Background: an optimization exercise with open tools, aiming at small area and a short achievable clock period. Do not read the settings as production practice. In this exercise RTL edits were held to simulation tests only and were not proved equivalent to the original. No activity file was given, so power comes from the tool's default toggle rates.

==> flow/design.v <==
module bit_population_counter_top (
  input  logic         clk_i,
  input  logic         srst_i,
  input  logic [127:0] data_i,
  input  logic         data_val_i,
  output logic [6:0]   data_o,
  output logic         data_val_o
);
  wire s1 = data_i[0] ^ data_i[100] ^ data_i[101];
  wire c2 = (data_i[0] & data_i[100]) | (data_i[0] & data_i[101]) | (data_i[100] & data_i[101]);
  wire s3 = data_i[102] ^ data_i[103] ^ data_i[104];
  wire c4 = (data_i[102] & data_i[103]) | (data_i[102] & data_i[104]) | (data_i[103] & data_i[104]);
  wire s5 = data_i[105] ^ data_i[106] ^ data_i[107];
  wire c6 = (data_i[105] & data_i[106]) | (data_i[105] & data_i[107]) | (data_i[106] & data_i[107]);
  wire s7 = data_i[108] ^ data_i[109] ^ data_i[10];
  wire c8 = (data_i[108] & data_i[109]) | (data_i[108] & data_i[10]) | (data_i[109] & data_i[10]);
  wire s9 = data_i[110] ^ data_i[111] ^ data_i[112];
  wire c10 = (data_i[110] & data_i[111]) | (data_i[110] & data_i[112]) | (data_i[111] & data_i[112]);
  wire s11 = data_i[113] ^ data_i[114] ^ data_i[115];
  wire c12 = (data_i[113] & data_i[114]) | (data_i[113] & data_i[115]) | (data_i[114] & data_i[115]);
  wire s13 = data_i[116] ^ data_i[117] ^ data_i[118];
  wire c14 = (data_i[116] & data_i[117]) | (data_i[116] & data_i[118]) | (data_i[117] & data_i[118]);
  wire s15 = data_i[119] ^ data_i[11] ^ data_i[120];
  wire c16 = (data_i[119] & data_i[11]) | (data_i[119] & data_i[120]) | (data_i[11] & data_i[120]);
  wire s17 = data_i[121] ^ data_i[122] ^ data_i[123];
  wire c18 = (data_i[121] & data_i[122]) | (data_i[121] & data_i[123]) | (data_i[122] & data_i[123]);
  wire s19 = data_i[124] ^ data_i[125] ^ data_i[126];
  wire c20 = (data_i[124] & data_i[125]) | (data_i[124] & data_i[126]) | (data_i[125] & data_i[126]);
  wire s21 = data_i[127] ^ data_i[12] ^ data_i[13];
  wire c22 = (data_i[127] & data_i[12]) | (data_i[127] & data_i[13]) | (data_i[12] & data_i[13]);
  wire s23 = data_i[14] ^ data_i[15] ^ data_i[16];
  wire c24 = (data_i[14] & data_i[15]) | (data_i[14] & data_i[16]) | (data_i[15] & data_i[16]);
  wire s25 = data_i[17] ^ data_i[18] ^ data_i[19];
  wire c26 = (data_i[17] & data_i[18]) | (data_i[17] & data_i[19]) | (data_i[18] & data_i[19]);
  wire s27 = data_i[1] ^ data_i[20] ^ data_i[21];
  wire c28 = (data_i[1] & data_i[20]) | (data_i[1] & data_i[21]) | (data_i[20] & data_i[21]);
  wire s29 = data_i[22] ^ data_i[23] ^ data_i[24];
  wire c30 = (data_i[22] & data_i[23]) | (data_i[22] & data_i[24]) | (data_i[23] & data_i[24]);
  wire s31 = data_i[25] ^ data_i[26] ^ data_i[27];
  wire c32 = (data_i[25] & data_i[26]) | (data_i[25] & data_i[27]) | (data_i[26] & data_i[27]);
  wire s33 = data_i[28] ^ data_i[29] ^ data_i[2];
  wire c34 = (data_i[28] & data_i[29]) | (data_i[28] & data_i[2]) | (data_i[29] & data_i[2]);
  wire s35 = data_i[30] ^ data_i[31] ^ data_i[32];
  wire c36 = (data_i[30] & data_i[31]) | (data_i[30] & data_i[32]) | (data_i[31] & data_i[32]);
  wire s37 = data_i[33] ^ data_i[34] ^ data_i[35];
  wire c38 = (data_i[33] & data_i[34]) | (data_i[33] & data_i[35]) | (data_i[34] & data_i[35]);
  wire s39 = data_i[36] ^ data_i[37] ^ data_i[38];
  wire c40 = (data_i[36] & data_i[37]) | (data_i[36] & data_i[38]) | (data_i[37] & data_i[38]);
  wire s41 = data_i[39] ^ data_i[3] ^ data_i[40];
  wire c42 = (data_i[39] & data_i[3]) | (data_i[39] & data_i[40]) | (data_i[3] & data_i[40]);
  wire s43 = data_i[41] ^ data_i[42] ^ data_i[43];
  wire c44 = (data_i[41] & data_i[42]) | (data_i[41] & data_i[43]) | (data_i[42] & data_i[43]);
  wire s45 = data_i[44] ^ data_i[45] ^ data_i[46];
  wire c46 = (data_i[44] & data_i[45]) | (data_i[44] & data_i[46]) | (data_i[45] & data_i[46]);
  wire s47 = data_i[47] ^ data_i[48] ^ data_i[49];
  wire c48 = (data_i[47] & data_i[48]) | (data_i[47] & data_i[49]) | (data_i[48] & data_i[49]);
  wire s49 = data_i[4] ^ data_i[50] ^ data_i[51];
  wire c50 = (data_i[4] & data_i[50]) | (data_i[4] & data_i[51]) | (data_i[50] & data_i[51]);
  wire s51 = data_i[52] ^ data_i[53] ^ data_i[54];
  wire c52 = (data_i[52] & data_i[53]) | (data_i[52] & data_i[54]) | (data_i[53] & data_i[54]);
  wire s53 = data_i[55] ^ data_i[56] ^ data_i[57];
  wire c54 = (data_i[55] & data_i[56]) | (data_i[55] & data_i[57]) | (data_i[56] & data_i[57]);
  wire s55 = data_i[58] ^ data_i[59] ^ data_i[5];
  wire c56 = (data_i[58] & data_i[59]) | (data_i[58] & data_i[5]) | (data_i[59] & data_i[5]);
  wire s57 = data_i[60] ^ data_i[61] ^ data_i[62];
  wire c58 = (data_i[60] & data_i[61]) | (data_i[60] & data_i[62]) | (data_i[61] & data_i[62]);
  wire s59 = data_i[63] ^ data_i[64] ^ data_i[65];
  wire c60 = (data_i[63] & data_i[64]) | (data_i[63] & data_i[65]) | (data_i[64] & data_i[65]);
  wire s61 = data_i[66] ^ data_i[67] ^ data_i[68];
  wire c62 = (data_i[66] & data_i[67]) | (data_i[66] & data_i[68]) | (data_i[67] & data_i[68]);
  wire s63 = data_i[69] ^ data_i[6] ^ data_i[70];
  wire c64 = (data_i[69] & data_i[6]) | (data_i[69] & data_i[70]) | (data_i[6] & data_i[70]);
  wire s65 = data_i[71] ^ data_i[72] ^ data_i[73];
  wire c66 = (data_i[71] & data_i[72]) | (data_i[71] & data_i[73]) | (data_i[72] & data_i[73]);
  wire s67 = data_i[74] ^ data_i[75] ^ data_i[76];
  wire c68 = (data_i[74] & data_i[75]) | (data_i[74] & data_i[76]) | (data_i[75] & data_i[76]);
  wire s69 = data_i[77] ^ data_i[78] ^ data_i[79];
  wire c70 = (data_i[77] & data_i[78]) | (data_i[77] & data_i[79]) | (data_i[78] & data_i[79]);
  wire s71 = data_i[7] ^ data_i[80] ^ data_i[81];
  wire c72 = (data_i[7] & data_i[80]) | (data_i[7] & data_i[81]) | (data_i[80] & data_i[81]);
  wire s73 = data_i[82] ^ data_i[83] ^ data_i[84];
  wire c74 = (data_i[82] & data_i[83]) | (data_i[82] & data_i[84]) | (data_i[83] & data_i[84]);
  wire s75 = data_i[85] ^ data_i[86] ^ data_i[87];
  wire c76 = (data_i[85] & data_i[86]) | (data_i[85] & data_i[87]) | (data_i[86] & data_i[87]);
  wire s77 = data_i[88] ^ data_i[89] ^ data_i[8];
  wire c78 = (data_i[88] & data_i[89]) | (data_i[88] & data_i[8]) | (data_i[89] & data_i[8]);
  wire s79 = data_i[90] ^ data_i[91] ^ data_i[92];
  wire c80 = (data_i[90] & data_i[91]) | (data_i[90] & data_i[92]) | (data_i[91] & data_i[92]);
  wire s81 = data_i[93] ^ data_i[94] ^ data_i[95];
  wire c82 = (data_i[93] & data_i[94]) | (data_i[93] & data_i[95]) | (data_i[94] & data_i[95]);
  wire s83 = data_i[96] ^ data_i[97] ^ data_i[98];
  wire c84 = (data_i[96] & data_i[97]) | (data_i[96] & data_i[98]) | (data_i[97] & data_i[98]);
  wire s85 = data_i[99] ^ data_i[9] ^ s1;
  wire c86 = (data_i[99] & data_i[9]) | (data_i[99] & s1) | (data_i[9] & s1);
  wire s87 = s11 ^ s13 ^ s15;
  wire c88 = (s11 & s13) | (s11 & s15) | (s13 & s15);
  wire s89 = s17 ^ s19 ^ s21;
  wire c90 = (s17 & s19) | (s17 & s21) | (s19 & s21);
  wire s91 = s23 ^ s25 ^ s27;
  wire c92 = (s23 & s25) | (s23 & s27) | (s25 & s27);
  wire s93 = s29 ^ s3 ^ s31;
  wire c94 = (s29 & s3) | (s29 & s31) | (s3 & s31);
  wire s95 = s33 ^ s35 ^ s37;
  wire c96 = (s33 & s35) | (s33 & s37) | (s35 & s37);
  wire s97 = s39 ^ s41 ^ s43;
  wire c98 = (s39 & s41) | (s39 & s43) | (s41 & s43);
  wire s99 = s45 ^ s47 ^ s49;
  wire c100 = (s45 & s47) | (s45 & s49) | (s47 & s49);
  wire s101 = s5 ^ s51 ^ s53;
  wire c102 = (s5 & s51) | (s5 & s53) | (s51 & s53);
  wire s103 = s55 ^ s57 ^ s59;
  wire c104 = (s55 & s57) | (s55 & s59) | (s57 & s59);
  wire s105 = s61 ^ s63 ^ s65;
  wire c106 = (s61 & s63) | (s61 & s65) | (s63 & s65);
  wire s107 = s67 ^ s69 ^ s7;
  wire c108 = (s67 & s69) | (s67 & s7) | (s69 & s7);
  wire s109 = s71 ^ s73 ^ s75;
  wire c110 = (s71 & s73) | (s71 & s75) | (s73 & s75);
  wire s111 = s77 ^ s79 ^ s81;
  wire c112 = (s77 & s79) | (s77 & s81) | (s79 & s81);
  wire s113 = c10 ^ c12 ^ c14;
  wire c114 = (c10 & c12) | (c10 & c14) | (c12 & c14);
  wire s115 = c16 ^ c18 ^ c2;
  wire c116 = (c16 & c18) | (c16 & c2) | (c18 & c2);
  wire s117 = c20 ^ c22 ^ c24;
  wire c118 = (c20 & c22) | (c20 & c24) | (c22 & c24);
  wire s119 = c26 ^ c28 ^ c30;
  wire c120 = (c26 & c28) | (c26 & c30) | (c28 & c30);
  wire s121 = c32 ^ c34 ^ c36;
  wire c122 = (c32 & c34) | (c32 & c36) | (c34 & c36);
  wire s123 = c38 ^ c4 ^ c40;
  wire c124 = (c38 & c4) | (c38 & c40) | (c4 & c40);
  wire s125 = c42 ^ c44 ^ c46;
  wire c126 = (c42 & c44) | (c42 & c46) | (c44 & c46);
  wire s127 = c48 ^ c50 ^ c52;
  wire c128 = (c48 & c50) | (c48 & c52) | (c50 & c52);
  wire s129 = c54 ^ c56 ^ c58;
  wire c130 = (c54 & c56) | (c54 & c58) | (c56 & c58);
  wire s131 = c6 ^ c60 ^ c62;
  wire c132 = (c6 & c60) | (c6 & c62) | (c60 & c62);
  wire s133 = c64 ^ c66 ^ c68;
  wire c134 = (c64 & c66) | (c64 & c68) | (c66 & c68);
  wire s135 = c70 ^ c72 ^ c74;
  wire c136 = (c70 & c72) | (c70 & c74) | (c72 & c74);
  wire s137 = c76 ^ c78 ^ c8;
  wire c138 = (c76 & c78) | (c76 & c8) | (c78 & c8);
  wire s139 = c80 ^ c82 ^ c84;
  wire c140 = (c80 & c82) | (c80 & c84) | (c82 & c84);
  logic [57:0] p0;
  wire s141 = p0[0] ^ p0[10] ^ p0[11];
  wire c142 = (p0[0] & p0[10]) | (p0[0] & p0[11]) | (p0[10] & p0[11]);
  wire s143 = p0[12] ^ p0[13] ^ p0[14];
  wire c144 = (p0[12] & p0[13]) | (p0[12] & p0[14]) | (p0[13] & p0[14]);
  wire s145 = p0[15] ^ p0[1] ^ p0[2];
  wire c146 = (p0[15] & p0[1]) | (p0[15] & p0[2]) | (p0[1] & p0[2]);
  wire s147 = p0[3] ^ p0[4] ^ p0[5];
  wire c148 = (p0[3] & p0[4]) | (p0[3] & p0[5]) | (p0[4] & p0[5]);
  wire s149 = p0[6] ^ p0[7] ^ p0[8];
  wire c150 = (p0[6] & p0[7]) | (p0[6] & p0[8]) | (p0[7] & p0[8]);
  wire s151 = p0[9] ^ s141 ^ s143;
  wire c152 = (p0[9] & s141) | (p0[9] & s143) | (s141 & s143);
  wire s153 = s145 ^ s147 ^ s149;
  wire c154 = (s145 & s147) | (s145 & s149) | (s147 & s149);
  wire s155 = p0[16] ^ p0[17] ^ p0[18];
  wire c156 = (p0[16] & p0[17]) | (p0[16] & p0[18]) | (p0[17] & p0[18]);
  wire s157 = p0[19] ^ p0[20] ^ p0[21];
  wire c158 = (p0[19] & p0[20]) | (p0[19] & p0[21]) | (p0[20] & p0[21]);
  wire s159 = p0[22] ^ p0[23] ^ p0[24];
  wire c160 = (p0[22] & p0[23]) | (p0[22] & p0[24]) | (p0[23] & p0[24]);
  wire s161 = p0[25] ^ p0[26] ^ p0[27];
  wire c162 = (p0[25] & p0[26]) | (p0[25] & p0[27]) | (p0[26] & p0[27]);
  wire s163 = p0[28] ^ p0[29] ^ p0[30];
  wire c164 = (p0[28] & p0[29]) | (p0[28] & p0[30]) | (p0[29] & p0[30]);
  wire s165 = p0[31] ^ p0[32] ^ p0[33];
  wire c166 = (p0[31] & p0[32]) | (p0[31] & p0[33]) | (p0[32] & p0[33]);
  wire s167 = p0[34] ^ p0[35] ^ p0[36];
  wire c168 = (p0[34] & p0[35]) | (p0[34] & p0[36]) | (p0[35] & p0[36]);
  wire s169 = p0[37] ^ p0[38] ^ p0[39];
  wire c170 = (p0[37] & p0[38]) | (p0[37] & p0[39]) | (p0[38] & p0[39]);
  wire s171 = p0[40] ^ p0[41] ^ p0[42];
  wire c172 = (p0[40] & p0[41]) | (p0[40] & p0[42]) | (p0[41] & p0[42]);
  wire s173 = p0[43] ^ c142 ^ c144;
  wire c174 = (p0[43] & c142) | (p0[43] & c144) | (c142 & c144);
  wire s175 = c146 ^ c148 ^ c150;
  wire c176 = (c146 & c148) | (c146 & c150) | (c148 & c150);
  wire s177 = s155 ^ s157 ^ s159;
  wire c178 = (s155 & s157) | (s155 & s159) | (s157 & s159);
  wire s179 = s161 ^ s163 ^ s165;
  wire c180 = (s161 & s163) | (s161 & s165) | (s163 & s165);
  wire s181 = s167 ^ s169 ^ s171;
  wire c182 = (s167 & s169) | (s167 & s171) | (s169 & s171);
  wire s183 = p0[44] ^ p0[45] ^ p0[46];
  wire c184 = (p0[44] & p0[45]) | (p0[44] & p0[46]) | (p0[45] & p0[46]);
  wire s185 = p0[47] ^ p0[48] ^ p0[49];
  wire c186 = (p0[47] & p0[48]) | (p0[47] & p0[49]) | (p0[48] & p0[49]);
  wire s187 = p0[50] ^ p0[51] ^ p0[52];
  wire c188 = (p0[50] & p0[51]) | (p0[50] & p0[52]) | (p0[51] & p0[52]);
  wire s189 = p0[53] ^ p0[54] ^ p0[55];
  wire c190 = (p0[53] & p0[54]) | (p0[53] & p0[55]) | (p0[54] & p0[55]);
  wire s191 = p0[56] ^ p0[57] ^ c156;
  wire c192 = (p0[56] & p0[57]) | (p0[56] & c156) | (p0[57] & c156);
  wire s193 = c158 ^ c160 ^ c162;
  wire c194 = (c158 & c160) | (c158 & c162) | (c160 & c162);
  wire s195 = c164 ^ c166 ^ c168;
  wire c196 = (c164 & c166) | (c164 & c168) | (c166 & c168);
  wire s197 = c170 ^ c172 ^ s183;
  wire c198 = (c170 & c172) | (c170 & s183) | (c172 & s183);
  wire s199 = s185 ^ s187 ^ s189;
  wire c200 = (s185 & s187) | (s185 & s189) | (s187 & s189);
  wire s201 = c184 ^ c186 ^ c188;
  wire c202 = (c184 & c186) | (c184 & c188) | (c186 & c188);
  logic [26:0] p1;
  wire s203 = p1[2] ^ p1[3] ^ p1[4];
  wire c204 = (p1[2] & p1[3]) | (p1[2] & p1[4]) | (p1[3] & p1[4]);
  wire s205 = p1[5] ^ p1[6] ^ p1[7];
  wire c206 = (p1[5] & p1[6]) | (p1[5] & p1[7]) | (p1[6] & p1[7]);
  wire s207 = p1[8] ^ s203 ^ s205;
  wire c208 = (p1[8] & s203) | (p1[8] & s205) | (s203 & s205);
  wire s209 = p1[10] ^ p1[11] ^ p1[12];
  wire c210 = (p1[10] & p1[11]) | (p1[10] & p1[12]) | (p1[11] & p1[12]);
  wire s211 = p1[13] ^ p1[14] ^ p1[15];
  wire c212 = (p1[13] & p1[14]) | (p1[13] & p1[15]) | (p1[14] & p1[15]);
  wire s213 = p1[16] ^ p1[17] ^ p1[18];
  wire c214 = (p1[16] & p1[17]) | (p1[16] & p1[18]) | (p1[17] & p1[18]);
  wire s215 = p1[9] ^ c204 ^ c206;
  wire c216 = (p1[9] & c204) | (p1[9] & c206) | (c204 & c206);
  wire s217 = s209 ^ s211 ^ s213;
  wire c218 = (s209 & s211) | (s209 & s213) | (s211 & s213);
  wire s219 = p1[19] ^ p1[20] ^ p1[21];
  wire c220 = (p1[19] & p1[20]) | (p1[19] & p1[21]) | (p1[20] & p1[21]);
  wire s221 = p1[22] ^ p1[23] ^ p1[24];
  wire c222 = (p1[22] & p1[23]) | (p1[22] & p1[24]) | (p1[23] & p1[24]);
  wire s223 = p1[25] ^ c210 ^ c212;
  wire c224 = (p1[25] & c210) | (p1[25] & c212) | (c210 & c212);
  wire s225 = c214 ^ s219 ^ s221;
  wire c226 = (c214 & s219) | (c214 & s221) | (s219 & s221);
  wire s227 = p1[26] ^ c220 ^ c222;
  wire c228 = (p1[26] & c220) | (p1[26] & c222) | (c220 & c222);
  logic [13:0] p2;
  wire s229 = p2[3] ^ p2[4] ^ p2[5];
  wire c230 = (p2[3] & p2[4]) | (p2[3] & p2[5]) | (p2[4] & p2[5]);
  wire s231 = p2[6] ^ p2[7] ^ p2[8];
  wire c232 = (p2[6] & p2[7]) | (p2[6] & p2[8]) | (p2[7] & p2[8]);
  wire s233 = p2[9] ^ c230 ^ s231;
  wire c234 = (p2[9] & c230) | (p2[9] & s231) | (c230 & s231);
  wire s235 = p2[10] ^ p2[11] ^ p2[12];
  wire c236 = (p2[10] & p2[11]) | (p2[10] & p2[12]) | (p2[11] & p2[12]);
  wire s237 = c232 ^ s235;
  wire c238 = c232 & s235;
  wire s239 = p2[13] ^ c236;
  wire c240 = p2[13] & c236;
  logic [9:0] p3;
  wire s241 = p3[0] ^ p3[1];
  wire c242 = p3[0] & p3[1];
  wire s243 = p3[5] ^ p3[6];
  wire c244 = p3[5] & p3[6];
  wire s245 = p3[7] ^ p3[8];
  wire c246 = p3[7] & p3[8];
  wire o247 = p3[2] ^ c242;
  wire g248 = (p3[2] & c242);
  wire o249 = p3[3] ^ g248;
  wire q250 = p3[3] & p3[2];
  wire g251 = (q250 & c242);
  wire o252 = p3[4] ^ g251;
  wire q253 = p3[4] & p3[3];
  wire g254 = (q253 & g248);
  wire o255 = s243 ^ g254;
  wire q256 = s243 & p3[4];
  wire q257 = q256 & p3[3];
  wire g258 = (q257 & g248) | c244;
  wire o259 = s245 ^ g258;
  wire g260 = (s245 & c244) | c246;
  wire q261 = s245 & s243;
  wire q262 = q261 & p3[4];
  wire g263 = (q262 & g251) | g260;
  wire o264 = p3[9] ^ g263;
  always_ff @( posedge clk_i )
    begin
      p0[0] <= s83;
      p0[1] <= s9;
      p0[2] <= s101;
      p0[3] <= s103;
      p0[4] <= s105;
      p0[5] <= s107;
      p0[6] <= s109;
      p0[7] <= s111;
      p0[8] <= s85;
      p0[9] <= s87;
      p0[10] <= s89;
      p0[11] <= s91;
      p0[12] <= s93;
      p0[13] <= s95;
      p0[14] <= s97;
      p0[15] <= s99;
      p0[16] <= c100;
      p0[17] <= c102;
      p0[18] <= c104;
      p0[19] <= c106;
      p0[20] <= c108;
      p0[21] <= c110;
      p0[22] <= c112;
      p0[23] <= c86;
      p0[24] <= c88;
      p0[25] <= c90;
      p0[26] <= c92;
      p0[27] <= c94;
      p0[28] <= c96;
      p0[29] <= c98;
      p0[30] <= s113;
      p0[31] <= s115;
      p0[32] <= s117;
      p0[33] <= s119;
      p0[34] <= s121;
      p0[35] <= s123;
      p0[36] <= s125;
      p0[37] <= s127;
      p0[38] <= s129;
      p0[39] <= s131;
      p0[40] <= s133;
      p0[41] <= s135;
      p0[42] <= s137;
      p0[43] <= s139;
      p0[44] <= c114;
      p0[45] <= c116;
      p0[46] <= c118;
      p0[47] <= c120;
      p0[48] <= c122;
      p0[49] <= c124;
      p0[50] <= c126;
      p0[51] <= c128;
      p0[52] <= c130;
      p0[53] <= c132;
      p0[54] <= c134;
      p0[55] <= c136;
      p0[56] <= c138;
      p0[57] <= c140;
      p1[0] <= s151;
      p1[1] <= s153;
      p1[2] <= c152;
      p1[3] <= c154;
      p1[4] <= s173;
      p1[5] <= s175;
      p1[6] <= s177;
      p1[7] <= s179;
      p1[8] <= s181;
      p1[9] <= c174;
      p1[10] <= c176;
      p1[11] <= c178;
      p1[12] <= c180;
      p1[13] <= c182;
      p1[14] <= s191;
      p1[15] <= s193;
      p1[16] <= s195;
      p1[17] <= s197;
      p1[18] <= s199;
      p1[19] <= c190;
      p1[20] <= c192;
      p1[21] <= c194;
      p1[22] <= c196;
      p1[23] <= c198;
      p1[24] <= c200;
      p1[25] <= s201;
      p1[26] <= c202;
      p2[0] <= p1[0];
      p2[1] <= p1[1];
      p2[2] <= s207;
      p2[3] <= c208;
      p2[4] <= s215;
      p2[5] <= s217;
      p2[6] <= c216;
      p2[7] <= c218;
      p2[8] <= s223;
      p2[9] <= s225;
      p2[10] <= c224;
      p2[11] <= c226;
      p2[12] <= s227;
      p2[13] <= c228;
      p3[0] <= p2[0];
      p3[1] <= p2[1];
      p3[2] <= p2[2];
      p3[3] <= s229;
      p3[4] <= s233;
      p3[5] <= s237;
      p3[6] <= c234;
      p3[7] <= c238;
      p3[8] <= s239;
      p3[9] <= c240;
    end
  wire [6:0] count = {o264, o259, o255, o252, o249, o247, s241};
  logic [4:0] val;
  always_ff @( posedge clk_i )
    begin
      if ( srst_i )
        val <= '0;
      else
        val <= { val[3:0], data_val_i };
    end
  assign data_val_o = val[4];
  always_ff @( posedge clk_i )
    data_o <= count;
endmodule
==> flow/flow/run.sh <==
#!/bin/bash
# The standard layout (standard.sh) with three changes to its settings:
#  - Yosys's synth runs without its early "abc -fast" pass (SYNTH_ARGS=-noabc),
#    so extract_fa keeps the RTL's full adders in their true polarity instead
#    of adding inverters around them; the registers are the same;
#  - ports are buffered with plain buf_1 cells instead of delay buffers;
#  - CTS inserts no dummy loads and uses small clock buffers.
# make's output (every step's log is also kept under orfs/logs) goes to flow.log.
set -euo pipefail
cat >> config.mk <<'CFG'
export SYNTH_ARGS = -noabc
export BUFFER_PORTS_ARGS = -buffer_cell sky130_fd_sc_hd__buf_1
export CTS_ARGS = -repair_clock_nets -dont_use_dummy_load -sink_clustering_enable -buf_list {sky130_fd_sc_hd__clkbuf_4} -wire_unit 50
CFG
bash standard.sh finish > flow.log 2>&1
==> flow/standard.sh <==
#!/bin/bash
# synth_recipe.tcl (not shown) runs the flow's synth.tcl, then flattens the netlist and writes it again
# the make line also repeats each setting of config.mk as NAME=value (left out here)
make -C /OpenROAD-flow-scripts/flow DESIGN_CONFIG=/design/flow/config.mk WORK_HOME=/design/flow/orfs CLKGATE_MAP_FILE= SYNTH_SCRIPT=/design/flow/synth_recipe.tcl "${@:-finish}"
==> flow/config.mk <==
export PLATFORM = sky130hd
export DESIGN_NAME = bit_population_counter_top
export DESIGN_NICKNAME = bit_population_counter_top
export VERILOG_FILES = /design/flow/design.v
export SDC_FILE = /design/flow/constraint.sdc
export NUM_CORES = 4
export LEC_CHECK = 0
export CAP_MARGIN = 20
export CORE_MARGIN = 2
export CORE_UTILIZATION = 40
export SLEW_MARGIN = 20
export SYNTH_ARGS = -noabc
export BUFFER_PORTS_ARGS = -buffer_cell sky130_fd_sc_hd__buf_1
export CTS_ARGS = -repair_clock_nets -dont_use_dummy_load -sink_clustering_enable -buf_list {sky130_fd_sc_hd__clkbuf_4} -wire_unit 50
==> flow/constraint.sdc <==
create_clock -name core_clock -period 2.6 [get_ports {clk_i}]
set_input_delay 0.5200 -clock core_clock [delete_from_list [all_inputs] [get_ports {clk_i}]]
set_output_delay 0.5200 -clock core_clock [all_outputs]
set_load 0.01 [all_outputs]
==> results of run 1 <==
-- worst paths after layout --
path	start	slack, ns	cells after the start	to
worst min-delay path	data_val_i	0.24	2	val[0]$_SDFF_PP0_
worst max register to register	p0[1]$_DFF_P_	1.12	2	p1[1]$_DFF_P_
worst min register to register	p2[0]$_DFF_P_	0.33	0	p3[0]$_DFF_P_
worst max-delay path	p0[1]$_DFF_P_	1.12	2	p1[1]$_DFF_P_
-- cell type report --
cell class | count | area (um^2)
multi-input cells | 141 | 2550
well taps | 168 | 210
clock buffers | 25 | 188
flip-flops and latches | 121 | 2420
fillers | 1076 | 6170
repair buffers | 138 | 518
-- where the power goes --
group | leakage, nW | internal (mW) | switching (mW)
logic | 1.11 | 0.960 | 0.970
registers | 1.02 | 2.65 | 0.362
clock network | 0.115 | 0.443 | 0.548
-- cell usage in the layout (no fill, tap or decap) --
cell / count
sky130_fd_sc_hd__fa_1: 118
sky130_fd_sc_hd__a41oi_1: 1
sky130_fd_sc_hd__clkbuf_4: 25
sky130_fd_sc_hd__xor2_1: 2
sky130_fd_sc_hd__dfxtp_1: 121
sky130_fd_sc_hd__ha_1: 6
sky130_fd_sc_hd__xnor2_1: 3
sky130_fd_sc_hd__buf_1: 138
sky130_fd_sc_hd__o21ai_1: 1
sky130_fd_sc_hd__a21oi_1: 1
sky130_fd_sc_hd__nor2b_1: 5
sky130_fd_sc_hd__nand3_1: 4
-- per-layer routing --
metal,track usage,part of all wire,vias up
met1,0.157,0.38,1207
met5,0,0,-
met3,0.0387,0.047,12
met2,0.221,0.55,76
met4,0.0578,0.019,0
li1,-,-,1142
-- flip-flops by register name, indices dropped and copies added (netlist names) --
name,count
data_o,7
p0,58
p1,27
p2,14
p3,10
val,5
-- logic make-up after synthesis --
logic type / after synthesis / synth area share
and+or+nand+nor: 9 / 0.0103
xor gates and xnor gates: 5 / 0.00881
adders and majority gates: 124 / 0.490
DFF: 121 / 0.487
AOI/OAI and AO/OA: 3 / 0.00377
==> results by group, run 1 <==
Outcome
  – Run status: finished clean

Synth
  – Netlist cell types: 10
  – Syn Area/Cell: 19.0 um^2
  – Prevailing post-synth register cell: sky130_fd_sc_hd__dfxtp_1
  – Mapped Nets: 517
  – Synth area leader: sky130_fd_sc_hd__dfxtp_1
  – Instance count of the mapped netlist: 262
  – Async set-or-reset flop fraction in the synthesized netlist: 0
  – Share of the synthesized area in the top cell type: 0.487
  – Synth cell count leaders: sky130_fd_sc_hd__dfxtp_1 (121), sky130_fd_sc_hd__fa_1 (118), sky130_fd_sc_hd__ha_1 (6)
  – Most common cell in the synthesized netlist: sky130_fd_sc_hd__dfxtp_1
  – Post-synth design cell area: around 5000 um^2
  – Post-synthesis sequential element count: 121
  – Number of synthesized flops with an enable pin: 0
  – Biggest area contributors in the synthesized netlist: sky130_fd_sc_hd__dfxtp_1 (49%), sky130_fd_sc_hd__fa_1 (47%), sky130_fd_sc_hd__ha_1 (1.5%)
  – Seq/Total Area, Yosys: 0.487
  – Yosys warns: 1

Floorplanning
  – Boundary pin count: 139
  – Die ar.: 13300 um^2
  – Starting density of the core: 0.412
  – Site row count: 40
  – Chip Width: between 100 and 150 um
  – Height of the die: 116 um
  – Placeable core region: 12100 um^2

Timing
  – Final critical-path share of the clock period: 0.571
  – RSZ-0062 raised after global routing: no
  – Worst Slack Setup Final: 1.12 ns
  – Max-slew headroom: 0.853
  – Total negative slack: 0 ns
  – Final clock skew: between 0.03 and 0.04 ns
  – Max-slew violations: 0
  – Slew at the pin with the worst max-slew slack: 0.217 ns
  – Minimum clock period after layout: ~1.5 ns
  – Final hold slack: 0.244 ns
  – Final setup violation count: 0
  – Achievable Freq: 0.674 GHz
  – Number of hold violations in the final report: 0

Placement
  – Count of placed standard cells including taps: 568
  – Number of buffer cells added on primary ports: roughly 140
  – Cell area after placement: 5700 um^2
  – Half-perimeter wire length of the detailed placement result: 6910 um
  – Post-Place Worst Slack: 0.773 ns
  – Gp weighted congestion: 0.778

Setup path
  – Maximum fanout encountered on the critical timing path: 1
  – Most used cell, CP: sky130_fd_sc_hd__fa_1
  – Launching element type of the critical path: flop
  – Critical Path, Cell by Cell: fa_1 -> fa_1
  – Type of element capturing the critical path: flop
  – Data arrival at the endpoint of the critical path: ~1.9 ns
  – CP max stage cell: sky130_fd_sc_hd__fa_1
  – Slowest stage delay, CP: 0.56 ns
  – Crit path buffers/inverters: 0
  – Gate family responsible for the most delay along the worst path: adder cells
  – Worst path required time: 2.97 ns
  – Worst Setup Path Type: flop to flop

Drt
  – Number of design rule violations left after detail routing: 0
  – Total wirelength of the detailed-routed design: 7730 um
  – Number of routed nets with antenna violations: 0
  – Detailed-route via count: 2437
  – Average wire per cell in the routed design: 13.0 um
  – Via count normalized by instance count: 4.11
  – First-pass iteration count of the detailed router: 4
  – Violation count after the first detailed-routing iteration: 54

Clock tree
  – Clock slew at reported path FFs: roughly 0.08 ns
  – Buffer depth of the longest clock path: 3
  – Clock tree from TritonCTS: built
  – Number of buffers created by CTS: 25
  – Number of H-tree levels: 4
  – CTS root buf: sky130_fd_sc_hd__clkbuf_4
  – Cts hold-fix bufs: 0
  – Post-CTS resize count: 0
  – Count of clock tree sinks: roughly 120
  – Post-CTS repair timing setup buffer count: 0
  – Clock latency on the worst-skew pair: approximately 0.5 ns

Global routing
  – Residual overflow from global routing: 0
  – Antenna violations before repair: 0
  – Wire length of the first global-routing pass: ~13000 um
  – Number of global-route vias before repair: around 2900
  – Largest net degree at the start of global routing: 11
  – Global-route usage over all layers: 0.131

Cells and area
  – Final #Nets: 682
  – Final instance area: 5890 um^2
  – Number of cells in the finished layout apart from fillers: roughly 590
  – Fin util: 0.488
  – Area added between synthesis and finish: 18.4%
  – N_diodes: 0
  – Fraction of layout instances using a drive strength above 1: 0.0588

Job
  – Max-cap viol count: 0

Pwr
  – Worst supply voltage drop on vdd: roughly 0.36 mV
  – Power density normalized to cell area: approximately 1000 nW/um^2
  – Total Power Consumption: 5.93 mW
  – Pleak: 2.24 nW

Hold path
  – Path type of the worst min-delay path: primary input to flop
==> run 2, diff against run 1 <==
--- a/flow/flow/run.sh
+++ b/flow/flow/run.sh
@@ -10,6 +10,6 @@
 cat >> config.mk <<'CFG'
 export SYNTH_ARGS = -noabc
 export BUFFER_PORTS_ARGS = -buffer_cell sky130_fd_sc_hd__buf_1
-export CTS_ARGS = -repair_clock_nets -dont_use_dummy_load -sink_clustering_enable -buf_list {sky130_fd_sc_hd__clkbuf_4} -wire_unit 50
+export CTS_ARGS = -repair_clock_nets -dont_use_dummy_load -sink_clustering_enable -buf_list {sky130_fd_sc_hd__clkbuf_4 sky130_fd_sc_hd__clkbuf_16} -sink_clustering_size 40 -sink_clustering_max_diameter 200 -sink_clustering_levels 1
 CFG
 bash standard.sh finish > flow.log 2>&1
--- a/flow/config.mk
+++ b/flow/config.mk
@@ -11,4 +11,4 @@
 export SLEW_MARGIN = 20
 export SYNTH_ARGS = -noabc
 export BUFFER_PORTS_ARGS = -buffer_cell sky130_fd_sc_hd__buf_1
-export CTS_ARGS = -repair_clock_nets -dont_use_dummy_load -sink_clustering_enable -buf_list {sky130_fd_sc_hd__clkbuf_4} -wire_unit 50
+export CTS_ARGS = -repair_clock_nets -dont_use_dummy_load -sink_clustering_enable -buf_list {sky130_fd_sc_hd__clkbuf_4 sky130_fd_sc_hd__clkbuf_16} -sink_clustering_size 40 -sink_clustering_max_diameter 200 -sink_clustering_levels 1
==> results by group, run 2 <==
Synth
  – Biggest area contributors in the synthesized netlist: sky130_fd_sc_hd__dfxtp_1 (49%), sky130_fd_sc_hd__fa_1 (47%), sky130_fd_sc_hd__ha_1 (1.5%) (unchanged)
  – Post-synth design cell area: 4970 um^2 (unchanged)
  – Async set-or-reset flop fraction in the synthesized netlist: 0 (unchanged)
  – Instance count of the mapped netlist: 262 (unchanged)
  – Mapped Nets: 517 (unchanged)
  – Syn Area/Cell: 19.0 um^2 (unchanged)
  – Yosys warns: 1 (unchanged)
  – Netlist cell types: 10 (unchanged)
  – Number of synthesized flops with an enable pin: 0 (unchanged)
  – Seq/Total Area, Yosys: 0.487 (unchanged)
  – Synth cell count leaders: sky130_fd_sc_hd__dfxtp_1 (121), sky130_fd_sc_hd__fa_1 (118), sky130_fd_sc_hd__ha_1 (6) (unchanged)
  – Most common cell in the synthesized netlist: sky130_fd_sc_hd__dfxtp_1 (unchanged)
  – Share of the synthesized area in the top cell type: 0.487 (unchanged)
  – Prevailing post-synth register cell: sky130_fd_sc_hd__dfxtp_1 (unchanged)
  – Post-synthesis sequential element count: 121 (unchanged)
  – Synth area leader: sky130_fd_sc_hd__dfxtp_1 (unchanged)

Floorplanning
  – Starting density of the core: 0.412 (unchanged)
  – Site row count: 40 (unchanged)
  – Boundary pin count: 139 (unchanged)
  – Height of the die: 116 um (unchanged)
  – Placeable core region: 12100 um^2 (unchanged)
  – Die ar.: 13300 um^2 (unchanged)
  – Chip Width: 116 um (unchanged)

Timing
  – Minimum clock period after layout: 1.48 ns (about the same)
  – Final setup violation count: 0 (unchanged)
  – Final critical-path share of the clock period: 0.570 (was 0.571)
  – Final clock skew: 0.0142 ns (was 0.0377 ns)
  – Number of hold violations in the final report: 0 (unchanged)
  – Total negative slack: 0 ns (unchanged)
  – Slew at the pin with the worst max-slew slack: 0.217 ns (about the same)
  – Max-slew headroom: 0.853 (about the same)
  – Worst Slack Setup Final: 1.12 ns (about the same)
  – RSZ-0062 raised after global routing: no (unchanged)
  – Achievable Freq: 0.675 GHz (was 0.674 GHz)
  – Max-slew violations: 0 (unchanged)

Cells and area
  – N_diodes: 0 (unchanged)
  – Fin util: 0.508 (was 0.488)
  – Most flop-heavy register: p0 (unchanged)
  – Most common cell after layout, fill and taps aside: sky130_fd_sc_hd__buf_1 (unchanged)
  – Fraction of layout instances using a drive strength above 1: 0.0408 (was 0.0588)
  – Number of flip-flops in the largest register: 58 (unchanged)
  – Area added between synthesis and finish: 23.2% (was 18.4%)
  – Leading cell types in the layout, fill and taps excluded: sky130_fd_sc_hd__buf_1 (138), sky130_fd_sc_hd__dfxtp_1 (121), sky130_fd_sc_hd__fa_1 (118), sky130_fd_sc_hd__clkbuf_16 (17), sky130_fd_sc_hd__ha_1 (6) (was sky130_fd_sc_hd__buf_1 (138), sky130_fd_sc_hd__dfxtp_1 (121), sky130_fd_sc_hd__fa_1 (118), sky130_fd_sc_hd__clkbuf_4 (25), sky130_fd_sc_hd__ha_1 (6))
  – Largest registers: p0 x58, p1 x27, p2 x14 (unchanged)
  – Final #Nets: 674 (was 682)
  – Number of fill cells in the layout: 1036 (was 1076)

Job
  – Max-cap viol count: 0 (unchanged)

Pwr
  – Power density normalized to cell area: 1100 nW/um^2 (was 1010 nW/um^2)
  – Clock network fraction of total power: 0.262 (was 0.167)
  – Relative contribution of sequential cells to total power: 0.448 (was 0.508)
  – Gate power share: 0.290 (was 0.325)
  – Worst supply voltage drop on vdd: 0.532 mV (was 0.355 mV)
  – Total Power Consumption: 6.75 mW (was 5.93 mW)
  – Pleak: 2.34 nW (was 2.24 nW)
  – Cell internal power dissipation: 4.75 mW (was 4.05 mW)
  – Net switching power figure: 1.99 mW (was 1.88 mW)
  – Net switching share of the total power: 0.296 (was 0.317)

Setup path
  – Data arrival at the endpoint of the critical path: 1.75 ns (was 1.85 ns)
  – Type of element capturing the critical path: flop (unchanged)
  – Worst reg-to-reg path cell count: 2 (unchanged)
  – R2r setup slk: 1.12 ns (about the same)
  – Worst Setup Path Type: flop to flop (unchanged)
  – Launching element type of the critical path: flop (unchanged)
  – Maximum fanout encountered on the critical timing path: 1 (unchanged)
  – Worst path required time: 2.87 ns (was 2.97 ns)

Hold path
  – Path type of the worst min-delay path: flop to flop (was primary input to flop)
  – Hold path cells: 0 (was 2)

Global routing
  – Antenna violations before repair: 0 (unchanged)
  – Wire length of the first global-routing pass: 13000 um (about the same)
  – Number of global-route vias before repair: 2827 (was 2866)
  – Global-route usage over all layers: 0.137 (was 0.131)
  – Residual overflow from global routing: 0 (unchanged)
  – Largest net degree at the start of global routing: 17 (was 11)

Drt
  – Violation count after the first detailed-routing iteration: 75 (was 54)
  – Detailed-route via count: 2408 (was 2437)
  – Via count normalized by instance count: 4.12 (was 4.11)
  – Number of routed nets with antenna violations: 0 (unchanged)
  – Number of design rule violations left after detail routing: 0 (unchanged)
  – First-pass iteration count of the detailed router: 4 (unchanged)
  – Average wire per cell in the routed design: 13.5 um (was 13.0 um)
  – Total wirelength of the detailed-routed design: 7920 um (was 7730 um)

Clock tree
  – Buffer depth of the longest clock path: 2 (was 3)
  – CTS root buf: sky130_fd_sc_hd__clkbuf_16 (was sky130_fd_sc_hd__clkbuf_4)
  – Count of clock tree sinks: 121 (unchanged)
  – Post-CTS resize count: 0 (unchanged)
  – Clock slew at reported path FFs: 0.05 ns (was 0.08 ns)
  – Cts hold-fix bufs: 0 (unchanged)
  – Number of H-tree levels: 4 (unchanged)
  – Clock tree from TritonCTS: built (unchanged)
  – Post-CTS repair timing setup buffer count: 0 (unchanged)
  – Number of buffers created by CTS: 17 (was 25)
  – Clock latency on the worst-skew pair: 0.40 ns (was 0.50 ns)

Placement
  – Post-Place Worst Slack: 0.773 ns (unchanged)
  – Gp weighted congestion: 0.778 (unchanged)
  – Number of buffer cells added on primary ports: 138 (unchanged)
  – Half-perimeter wire length of the detailed placement result: 6910 um (unchanged)

Outcome
  – Run status: finished clean (unchanged)
## run 2: cell counts after synthesis
No cell type changed its count.
## run 2: stage by stage
stage	cell area [um^2]	std cells	hold WS, ns
2_1_floorplan	4970	262	0.310
3_3_place_gp	5700	568	0.313
3_5_place_dp	5700	568	0.314
4_1_cts	6130	585	0.323
5_1_grt	6130	585	0.339
6_report	6130	585	0.322
## run 2: logic make-up after synthesis
kind of cell | share of synthesized area
and+or+nand+nor | 0.0103
AOI/OAI and AO/OA | 0.00377
DFF | 0.487
adders and majority gates | 0.490
xor gates and xnor gates | 0.00881
## run 2: final cells by class
type | count | area [um^2] | share of cell area
multi-input cells | 141 | 2550 | 0.416
clock buffers | 17 | 425 | 0.0694
flip-flops and latches | 121 | 2420 | 0.395
repair buffers | 138 | 518 | 0.0845
well taps | 168 | 210 | 0.0343
## run 2: final timing paths
check | to | startpoint
setup / recovery | p1[1]$_DFF_P_ | p0[1]$_DFF_P_
hold / removal | p3[1]$_DFF_P_ | p2[1]$_DFF_P_
setup reg to reg | p1[1]$_DFF_P_ | p0[1]$_DFF_P_
hold reg to reg | p3[1]$_DFF_P_ | p2[1]$_DFF_P_
## run 2: routing by layer
layer / GRT usage / vias to the layer above / part of all wire
met4: 0.0699 / 0 / 0.024
met1: 0.157 / 1207 / 0.38
met5: 0 / - / 0
li1: - / 1116 / -
met3: 0.0465 / 14 / 0.048
met2: 0.230 / 71 / 0.55
## run 2: power groups by stage
| stage | Sequential, mW | Combinational (mW) | Clock [mW] |
|---|---|---|---|
| after global routing | 3.12 | 2.35 | 1.90 |
| after CTS | 3.04 | 2.04 | 1.81 |
| after detailed placement | 3.08 | 2.01 | 0 |
| after global placement | 3.07 | 1.93 | 0 |
| final | 3.02 | 1.95 | 1.77 |
| after floorplan | 3.01 | 1.25 | 0 |
## run 2: critical path, cell delays in order, from the launching register on
cell and delay, ns:
sky130_fd_sc_hd__dfxtp_1 0.31, sky130_fd_sc_hd__fa_1 0.56, sky130_fd_sc_hd__fa_1 0.49
==> run 3, diff against run 2 <==
--- a/flow/flow/run.sh
+++ b/flow/flow/run.sh
@@ -10,6 +10,6 @@
 cat >> config.mk <<'CFG'
 export SYNTH_ARGS = -noabc
 export BUFFER_PORTS_ARGS = -buffer_cell sky130_fd_sc_hd__buf_1
-export CTS_ARGS = -repair_clock_nets -dont_use_dummy_load -sink_clustering_enable -buf_list {sky130_fd_sc_hd__clkbuf_4 sky130_fd_sc_hd__clkbuf_16} -sink_clustering_size 40 -sink_clustering_max_diameter 200 -sink_clustering_levels 1
+export CTS_ARGS = -repair_clock_nets -dont_use_dummy_load -sink_clustering_enable -buf_list {sky130_fd_sc_hd__clkbuf_4} -sink_clustering_size 50 -sink_clustering_max_diameter 300 -sink_clustering_buffer sky130_fd_sc_hd__clkbuf_8
 CFG
 bash standard.sh finish > flow.log 2>&1
--- a/flow/config.mk
+++ b/flow/config.mk
@@ -11,4 +11,4 @@
 export SLEW_MARGIN = 20
 export SYNTH_ARGS = -noabc
 export BUFFER_PORTS_ARGS = -buffer_cell sky130_fd_sc_hd__buf_1
-export CTS_ARGS = -repair_clock_nets -dont_use_dummy_load -sink_clustering_enable -buf_list {sky130_fd_sc_hd__clkbuf_4 sky130_fd_sc_hd__clkbuf_16} -sink_clustering_size 40 -sink_clustering_max_diameter 200 -sink_clustering_levels 1
+export CTS_ARGS = -repair_clock_nets -dont_use_dummy_load -sink_clustering_enable -buf_list {sky130_fd_sc_hd__clkbuf_4} -sink_clustering_size 50 -sink_clustering_max_diameter 300 -sink_clustering_buffer sky130_fd_sc_hd__clkbuf_8
==> results by group, run 3 <==
Floorplanning
  – Height of the die: 116 um (unchanged)
  – Boundary pin count: 139 (unchanged)
  – Starting density of the core: 0.412 (unchanged)
  – Chip Width: 116 um (unchanged)
  – Die ar.: 13300 um^2 (unchanged)
  – Site row count: 40 (unchanged)
  – Placeable core region: 12100 um^2 (unchanged)

Drt
  – Average wire per cell in the routed design: 13.1 um (was 13.5 um)
  – First-pass iteration count of the detailed router: 4 (unchanged)
  – Via count normalized by instance count: 4.11 (was 4.12)
  – Number of design rule violations left after detail routing: 0 (unchanged)
  – Number of routed nets with antenna violations: 0 (unchanged)
  – Total wirelength of the detailed-routed design: 7660 um (was 7920 um)
  – Detailed-route via count: 2403 (was 2408)
  – Violation count after the first detailed-routing iteration: 70 (was 75)

Outcome
  – Run status: finished clean (unchanged)

Timing
  – Max-slew headroom: 0.853 (about the same)
  – Number of hold violations in the final report: 0 (unchanged)
  – Final clock skew: 0.0320 ns (was 0.0142 ns)
  – Max-slew violations: 0 (unchanged)
  – Final critical-path share of the clock period: 0.570 (about the same)
  – Total negative slack: 0 ns (unchanged)
  – Minimum clock period after layout: 1.48 ns (about the same)
  – Slew at the pin with the worst max-slew slack: 0.217 ns (about the same)
  – Worst Slack Setup Final: 1.12 ns (about the same)
  – Final setup violation count: 0 (unchanged)
  – Achievable Freq: 0.674 GHz (was 0.675 GHz)
  – RSZ-0062 raised after global routing: no (unchanged)

Job
  – Max-cap viol count: 0 (unchanged)

Synth
  – Most common cell in the synthesized netlist: sky130_fd_sc_hd__dfxtp_1 (unchanged)
  – Synth area leader: sky130_fd_sc_hd__dfxtp_1 (unchanged)
  – Synth cell count leaders: sky130_fd_sc_hd__dfxtp_1 (121), sky130_fd_sc_hd__fa_1 (118), sky130_fd_sc_hd__ha_1 (6) (unchanged)
  – Async set-or-reset flop fraction in the synthesized netlist: 0 (unchanged)
  – Netlist cell types: 10 (unchanged)
  – Biggest area contributors in the synthesized netlist: sky130_fd_sc_hd__dfxtp_1 (49%), sky130_fd_sc_hd__fa_1 (47%), sky130_fd_sc_hd__ha_1 (1.5%) (unchanged)
  – Mapped Nets: 517 (unchanged)
  – Yosys warns: 1 (unchanged)
  – Instance count of the mapped netlist: 262 (unchanged)
  – Main combinational cell family by area after synthesis: adder cells (unchanged)
  – Number of synthesized flops with an enable pin: 0 (unchanged)
  – Seq/Total Area, Yosys: 0.487 (unchanged)
  – Syn Area/Cell: 19.0 um^2 (unchanged)
  – Share of the synthesized area in the top cell type: 0.487 (unchanged)
  – Adder and majority cell fraction of the synthesized area: 0.490 (unchanged)
  – Simple-Gate Fraction of Synth Area: 0.0103 (unchanged)
  – Prevailing post-synth register cell: sky130_fd_sc_hd__dfxtp_1 (unchanged)
  – Share of cell area taken by muxes after synthesis: 0 (unchanged)
  – Area fraction in compound gates after synthesis: 0.00377 (unchanged)
  – Post-synth design cell area: 4970 um^2 (unchanged)
  – Post-synthesis sequential element count: 121 (unchanged)
  – Fraction of synthesized cell area in xor and xnor cells: 0.00881 (unchanged)

Clock tree
  – Number of buffers created by CTS: 17 (unchanged)
  – Clock tree from TritonCTS: built (unchanged)
  – Post-CTS repair timing setup buffer count: 0 (unchanged)
  – Clock latency on the worst-skew pair: 0.47 ns (was 0.40 ns)
  – Count of clock tree sinks: 121 (unchanged)
  – CTS root buf: sky130_fd_sc_hd__clkbuf_4 (was sky130_fd_sc_hd__clkbuf_16)
  – Buffer depth of the longest clock path: 2 (unchanged)
  – Number of H-tree levels: 4 (unchanged)
  – Clock slew at reported path FFs: 0.08 ns (was 0.05 ns)
  – Post-CTS resize count: 0 (unchanged)
  – Cts hold-fix bufs: 0 (unchanged)

Pwr
  – Pleak: 2.21 nW (was 2.34 nW)
  – Total Power Consumption: 5.75 mW (was 6.75 mW)
  – Worst supply voltage drop on vdd: 0.323 mV (was 0.532 mV)
  – Power density normalized to cell area: 986 nW/um^2 (was 1100 nW/um^2)

Placement
  – Post-Place Worst Slack: 0.773 ns (unchanged)
  – Number of buffer cells added on primary ports: 138 (unchanged)
  – Gp weighted congestion: 0.778 (unchanged)
  – Half-perimeter wire length of the detailed placement result: 6910 um (unchanged)

Setup path
  – CP max stage cell: sky130_fd_sc_hd__fa_1 (unchanged)
  – Source of the worst register-to-register timing path: p0[1]$_DFF_P_ (unchanged)
  – Worst reg-to-reg path cell count: 2 (unchanged)
  – Most used cell, CP: sky130_fd_sc_hd__fa_1 (unchanged)
  – Data arrival at the endpoint of the critical path: 1.89 ns (was 1.75 ns)
  – Worst path required time: 3.00 ns (was 2.87 ns)
  – Worst Setup Path Type: flop to flop (unchanged)
  – Type of element capturing the critical path: flop (unchanged)
  – Maximum fanout encountered on the critical timing path: 1 (unchanged)
  – Launching element type of the critical path: flop (unchanged)
  – Critical Path, Cell by Cell: fa_1 -> fa_1 (unchanged)
  – R2r setup slk: 1.12 ns (about the same)
  – Slowest stage delay, CP: 0.56 ns (about the same)
  – Capturing point of the worst reg2reg path: p1[1]$_DFF_P_ (unchanged)

Cells and area
  – Area taken by flip-flops and latches: 2420 um^2 (unchanged)
  – Number of flip-flops in the largest register: 58 (unchanged)
  – Final #Nets: 674 (unchanged)
  – Most flop-heavy register: p0 (unchanged)
  – Largest registers: p0 x58, p1 x27, p2 x14 (unchanged)
  – Leading cell types in the layout, fill and taps excluded: sky130_fd_sc_hd__buf_1 (138), sky130_fd_sc_hd__dfxtp_1 (121), sky130_fd_sc_hd__fa_1 (118), sky130_fd_sc_hd__clkbuf_4 (17), sky130_fd_sc_hd__ha_1 (6) (was sky130_fd_sc_hd__buf_1 (138), sky130_fd_sc_hd__dfxtp_1 (121), sky130_fd_sc_hd__fa_1 (118), sky130_fd_sc_hd__clkbuf_16 (17), sky130_fd_sc_hd__ha_1 (6))
  – Fin util: 0.483 (was 0.508)
  – Number of fill cells in the layout: 1068 (was 1036)
  – Fraction of layout instances using a drive strength above 1: 0.0408 (unchanged)
  – N_diodes: 0 (unchanged)
  – Area used by multi-input combinational logic: 2550 um^2 (unchanged)
  – Most common cell after layout, fill and taps aside: sky130_fd_sc_hd__buf_1 (unchanged)
  – Area added between synthesis and finish: 17.2% (was 23.2%)

Global routing
  – Residual overflow from global routing: 0 (unchanged)
  – Number of global-route vias before repair: 2783 (was 2827)
  – Global-route usage over all layers: 0.133 (was 0.137)
  – Antenna violations before repair: 0 (unchanged)
  – Largest net degree at the start of global routing: 17 (unchanged)
  – Wire length of the first global-routing pass: 12800 um (was 13000 um)

Hold path
  – Hold path cells: 2 (was 0)
  – Path type of the worst min-delay path: primary input to flop (was flop to flop)
  – Worst Hold Path EP: val[0]$_SDFF_PP0_ (was p3[1]$_DFF_P_)
  – Worst Hold Launch: data_val_i (was p2[1]$_DFF_P_)
==> run 3: area by class of cell <==
type	instances	share of cell area
timing repair buffer	138	0.0889
clock buffer	17	0.0219
sequential	121	0.416
tap	168	0.0361
multi-input combinational	141	0.438
==> run 3: worst max path at each step <==
stage | startpoint | to | depth (start not counted)
after floorplan | data_i[121] | p0[10]$_DFF_P_ | 2
after global placement | data_i[0] | p0[8]$_DFF_P_ | 3
after detailed placement | data_i[0] | p0[8]$_DFF_P_ | 3
after CTS | data_o[6]$_DFF_P_ | data_o[6] | 1
after global routing | data_o[3]$_DFF_P_ | data_o[3] | 1
final | p0[1]$_DFF_P_ | p1[1]$_DFF_P_ | 2
==> run 3: logic make-up after synthesis <==
logic type	after synthesis
adders and majority gates	124
DFF	121
and+or+nand+nor	9
xor gates and xnor gates	5
AOI/OAI and AO/OA	3
==> run 3: metal layers <==
metal  routed length (um)  global-route usage  share of wire  up-vias
met2                 4260               0.221           0.56       70
met4                   93              0.0594          0.012        0
met3                  358              0.0497          0.047        6
met1                 2950               0.156           0.38     1208
li1                     -                   -              -     1119
met5                    0                   0              0        -
==> run 3: power breakdown <==
group	switching [mW]	internal, mW	leakage [nW]
registers	0.362	2.65	1.02
logic	0.968	0.957	1.11
clock network	0.511	0.299	0.0782
total	1.84	3.91	2.21
==> run 3: worst max-delay path: cells and delay by family (launching register included) <==
family                   cells  cell delay (ns)
flip-flops                   1             0.33
adder cells (fa/ha/maj)      2             1.11
==> run 3: stage by stage <==
stage | cell area (um^2) | instances | hold slack, ns
finish | 5830 | 585 | 0.271
global placement | 5700 | 568 | 0.313
detailed placement | 5700 | 568 | 0.314
global route | 5830 | 585 | 0.221
floorplan | 4970 | 262 | 0.310
CTS | 5830 | 585 | 0.210

==> afterwards: timing with drivers on the ports <==
Ports are ideal in the flow. The routed layouts listed here were re-timed in OpenROAD. Step 1 (the two cells are an assumption about what drives the block):
set clk [get_ports {clk_i}]
set_driving_cell -lib_cell sky130_fd_sc_hd__clkbuf_16 $clk
set_driving_cell -lib_cell sky130_fd_sc_hd__buf_2 [delete_from_list [all_inputs] $clk]
Step 2 times the ports against the registers' clock, not the clock port: input delays grow and output delays shrink by t, the midpoint of the rising clock arrivals with the driver on. Slacks: ideal / step 1 / step 2; pairs: ideal / step 1.
run | shift t [ns] | slack for setup (ns) | hold slack, ns | cell pins on the clock port's net
run 1 | 0.516 | 1.116 / 1.109 / 0.818 | 0.244 / 0.235 / 0.330 | 1
run 2 | 0.430 | 1.118 / 1.118 / 0.807 | 0.322 / 0.317 / 0.322 | 1
run 3 | 0.485 | 1.117 / 1.117 / 0.818 | 0.271 / 0.261 / 0.330 | 1
After both steps setup and hold are still met in every run listed. For run 2, which loses most, drivers alone change the setup slack by 0.000 ns; drivers and shift together by -0.311 ns.
